Source: an optimization exercise on an open RTL-to-GDS flow (aim: small area, a short achievable clock period and few clock cycles). Production flows keep margins and buffers that such runs may drop.
The RTL was checked by simulation tests, not by an equivalence proof against the original design.

P:
Design LearningMachine, start of the top module:
module LearningMachine(input clk,rst, start, input [6:0] x1Data,x2Data, input [1:0] tData, output[1:0] signYin, output[13:0] w1,w2,b,Yin,output ReadEn, Ready);
  reg busy, rdEn, valid;
  reg xlast, flag;
  reg [7:0] cnt;      
  reg [6:0] x1, x2;
  reg [3:0] o1, o2;      
  reg [2:0] tw1, tw2;    
  reg t;
  reg [11:0] u1, u2;
  reg [7:0] v;
  reg [13:0] yReg;
  wire [13:0] ya, yb;
  wire [11:0] u1n, u2n;
  wire n1;
  wire n2;
  wire n3;
  wire n4;
  wire n5;
  wire n6;
  wire n7;
  wire n8;
  wire n9;
  wire n10;
  wire n11;
  wire n12;
  wire n13;
  wire n14;
  wire n15;
  wire n16;
  wire n17;
  wire n18;
  wire n19;
  wire n20;
  wire n21;
  wire n22;
  wire n23;
  wire n24;
  wire n25;
  wire n26;
  wire n27;
  wire n28;
  wire n29;
  wire n30;
  wire n31;
  wire n32;
  wire n33;
  wire n34;
  wire n35;
  wire n36;
  wire n37;
  wire n38;
  wire n39;
  wire n40;
  wire n41;
  wire n42;
  wire n43;
  wire n44;
  wire n45;
  wire n46;
  wire n47;
  wire n48;
  wire n49;
  wire n50;
  wire n51;
  wire n52;
  wire n53;
  wire n54;
  wire n55;
  wire n56;
  wire n57;
  wire n58;
  wire n59;
  wire n60;
  wire n61;
  wire n62;
  wire n63;
  wire n64;
  wire n65;
  wire n66;
  wire n67;
  wire n68;
  wire n69;
  wire n70;
  wire n71;
  wire n72;
  wire n73;
  wire n74;
  wire n75;
  wire n76;
  wire n77;
  wire n78;
  wire n79;
  wire n80;
  wire n81;
  wire n82;
  wire n83;
  wire n84;
  wire n85;
  wire n86;
  wire n87;
  wire n88;
  wire n89;
  wire n90;
  wire n91;
  wire n92;
  wire n93;
  wire n94;
  wire n95;
  wire n96;
  wire n97;
  wire n98;
  wire n99;
  wire t100;
  wire s101;
  wire c102;
  wire t103;
  wire s104;
  wire c105;
  wire s106;
  wire c107;
  wire t108;
  wire s109;
  wire c110;
  wire t111;
  wire s112;
  wire c113;
  wire t114;
  wire s115;
  wire c116;
  wire t117;
  wire s118;
  wire c119;
  wire s120;
  wire c121;
  wire t122;
  wire s123;
  wire c124;
  wire t125;
  wire s126;
  wire c127;
  wire t128;
  wire s129;
  wire c130;
  wire t131;
  wire s132;
  wire c133;
  wire t134;
  wire s135;
  wire c136;
  wire t137;
  wire s138;
  wire c139;
  wire t140;
  wire s141;
  ...
Size: about 79 I/O pins, about 0.0094 mm² of cells after synthesis.
clock: 12.0 ns
lec_check: 0
abc_clock_period_in_ps: 5000
cap_margin: 20
core_margin: 2
core_utilization: 40
setup_slack_margin: 5
slew_margin: 20
synth_hierarchical: 1
synth_minimum_keep_size: 0
standard.sh (not shown) runs the stock make flow with config.mk's settings and CLKGATE_MAP_FILE= SYNTH_SCRIPT=/design/flow/synth_recipe.tcl, a recipe that flattens the netlist after the stock synthesis.
==> flow/flow/run.sh <==
#!/bin/bash
set -euo pipefail
bash standard.sh SETUP_SLACK_MARGIN=6.5 'BUFFER_PORTS_ARGS=-buffer_cell sky130_fd_sc_hd__buf_1' finish > standard_make.log 2>&1
Testbench counts of P, summed over its fixed seeds: cycles 145,544.
Modified inputs, Q compared to P
==> flow/flow/run.sh <==
#!/bin/bash
set -euo pipefail
bash standard.sh SETUP_SLACK_MARGIN=8.5 'BUFFER_PORTS_ARGS=-buffer_cell sky130_fd_sc_hd__buf_1' finish > standard_make.log 2>&1
## What came out
- Relative to P, Q degrades first-pass GRT wire length.
- Summary of Q over P: met2 wire length +2300 µm, setup slack after layout increased by 510 ps relative to the old numbers, final instance count without filler cells +111, multi-input logic portion of the cell area shrank by 5.1 points.
For R, these inputs were changed with respect to Q:
==> flow/flow/run.sh <==
#!/bin/bash
set -euo pipefail
bash standard.sh SETUP_SLACK_MARGIN=8 'BUFFER_PORTS_ARGS=-buffer_cell sky130_fd_sc_hd__buf_1' finish > standard_make.log 2>&1
Results
- Delta (R minus Q): aggregate global-route resource usage decreased 0.48 points; final cell area excluding filler cells decreased about 4.3%; post-route minimum period decreased 6.5 ps; worst hold slack decreased 11 ps.
- Post-route clock period utilization delta (R -> Q): insignificant
- The flow did not stop early for R: all stages ran, and the layout cleared the timing, design-rule and antenna checks.
- When the final numbers for R and Q were put side by side, the register fraction of the total cell area turned out to be smaller in Q.
- Count of clock-buffer cells in the layout on R is up relative to Q.
- Between Q and R, the cell count went down.
For S, these inputs were changed with respect to R:
==> flow/flow/run.sh <==
#!/bin/bash
set -euo pipefail
bash standard.sh SETUP_SLACK_MARGIN=7 SETUP_MOVE_SEQUENCE=unbuffer,size_down,sizeup,swap,clone 'BUFFER_PORTS_ARGS=-buffer_cell sky130_fd_sc_hd__buf_1' finish > standard_make.log 2>&1
Results
- Floorplan die area of R is on par with S.
- R has higher multi-input combinational cell area than S.
- S — time the worst path needs with I/O delays and setup 200 ps higher, R as reference
For T, these inputs were changed with respect to S:
==> flow/flow/run.sh <==
#!/bin/bash
set -euo pipefail
bash standard.sh SETUP_SLACK_MARGIN=7.5 'BUFFER_PORTS_ARGS=-buffer_cell sky130_fd_sc_hd__buf_1' finish > standard_make.log 2>&1
Results
Per the comparison of T with S, overall global routing resource usage increased 1.3 points, design area increased 7.5%, global-route met1 utilization increased 3.0 points, routed wire length increased 4.6%. Where first-pass GRT wire length is concerned, S is better than T. Delta (T minus S): slew of the pin with the lowest slew margin picked up an extra 77 ps, final net count +62. T completed end to end with timing, DRC and antenna clean.

## what the ideal ports hide
How much do the figures lean on ideal ports? The routed layouts below were timed once more, with nothing changed but the port constraints.
Step 1 (the two cells are an assumption about what drives the block):
set clk [get_ports {clk}]
set_driving_cell -lib_cell sky130_fd_sc_hd__clkbuf_16 $clk
set_driving_cell -lib_cell sky130_fd_sc_hd__buf_2 [delete_from_list [all_inputs] $clk]
Step 2 times the ports against the registers' clock, not the clock port: input delays grow and output delays shrink by t, the midpoint of the rising clock arrivals with the driver on.
a / b / c = no drivers / after step 1 / after step 2; a / b = the first two.
| run | t, ns | setup WS [ns] | worst register clock-pin slew, ns |
|---|---|---|---|
| P | 0.405 | 6.860 / 6.860 / 6.860 | 0.07 / 0.07 |
| Q | 0.393 | 7.366 / 7.366 / 7.366 | 0.08 / 0.08 |
| R | 0.396 | 7.373 / 7.373 / 7.373 | 0.07 / 0.07 |
| S | 0.405 | 7.175 / 7.175 / 7.175 | 0.07 / 0.07 |
| T | 0.402 | 7.409 / 7.409 / 7.409 | 0.07 / 0.07 |
After both steps setup and hold are still met in every run listed.
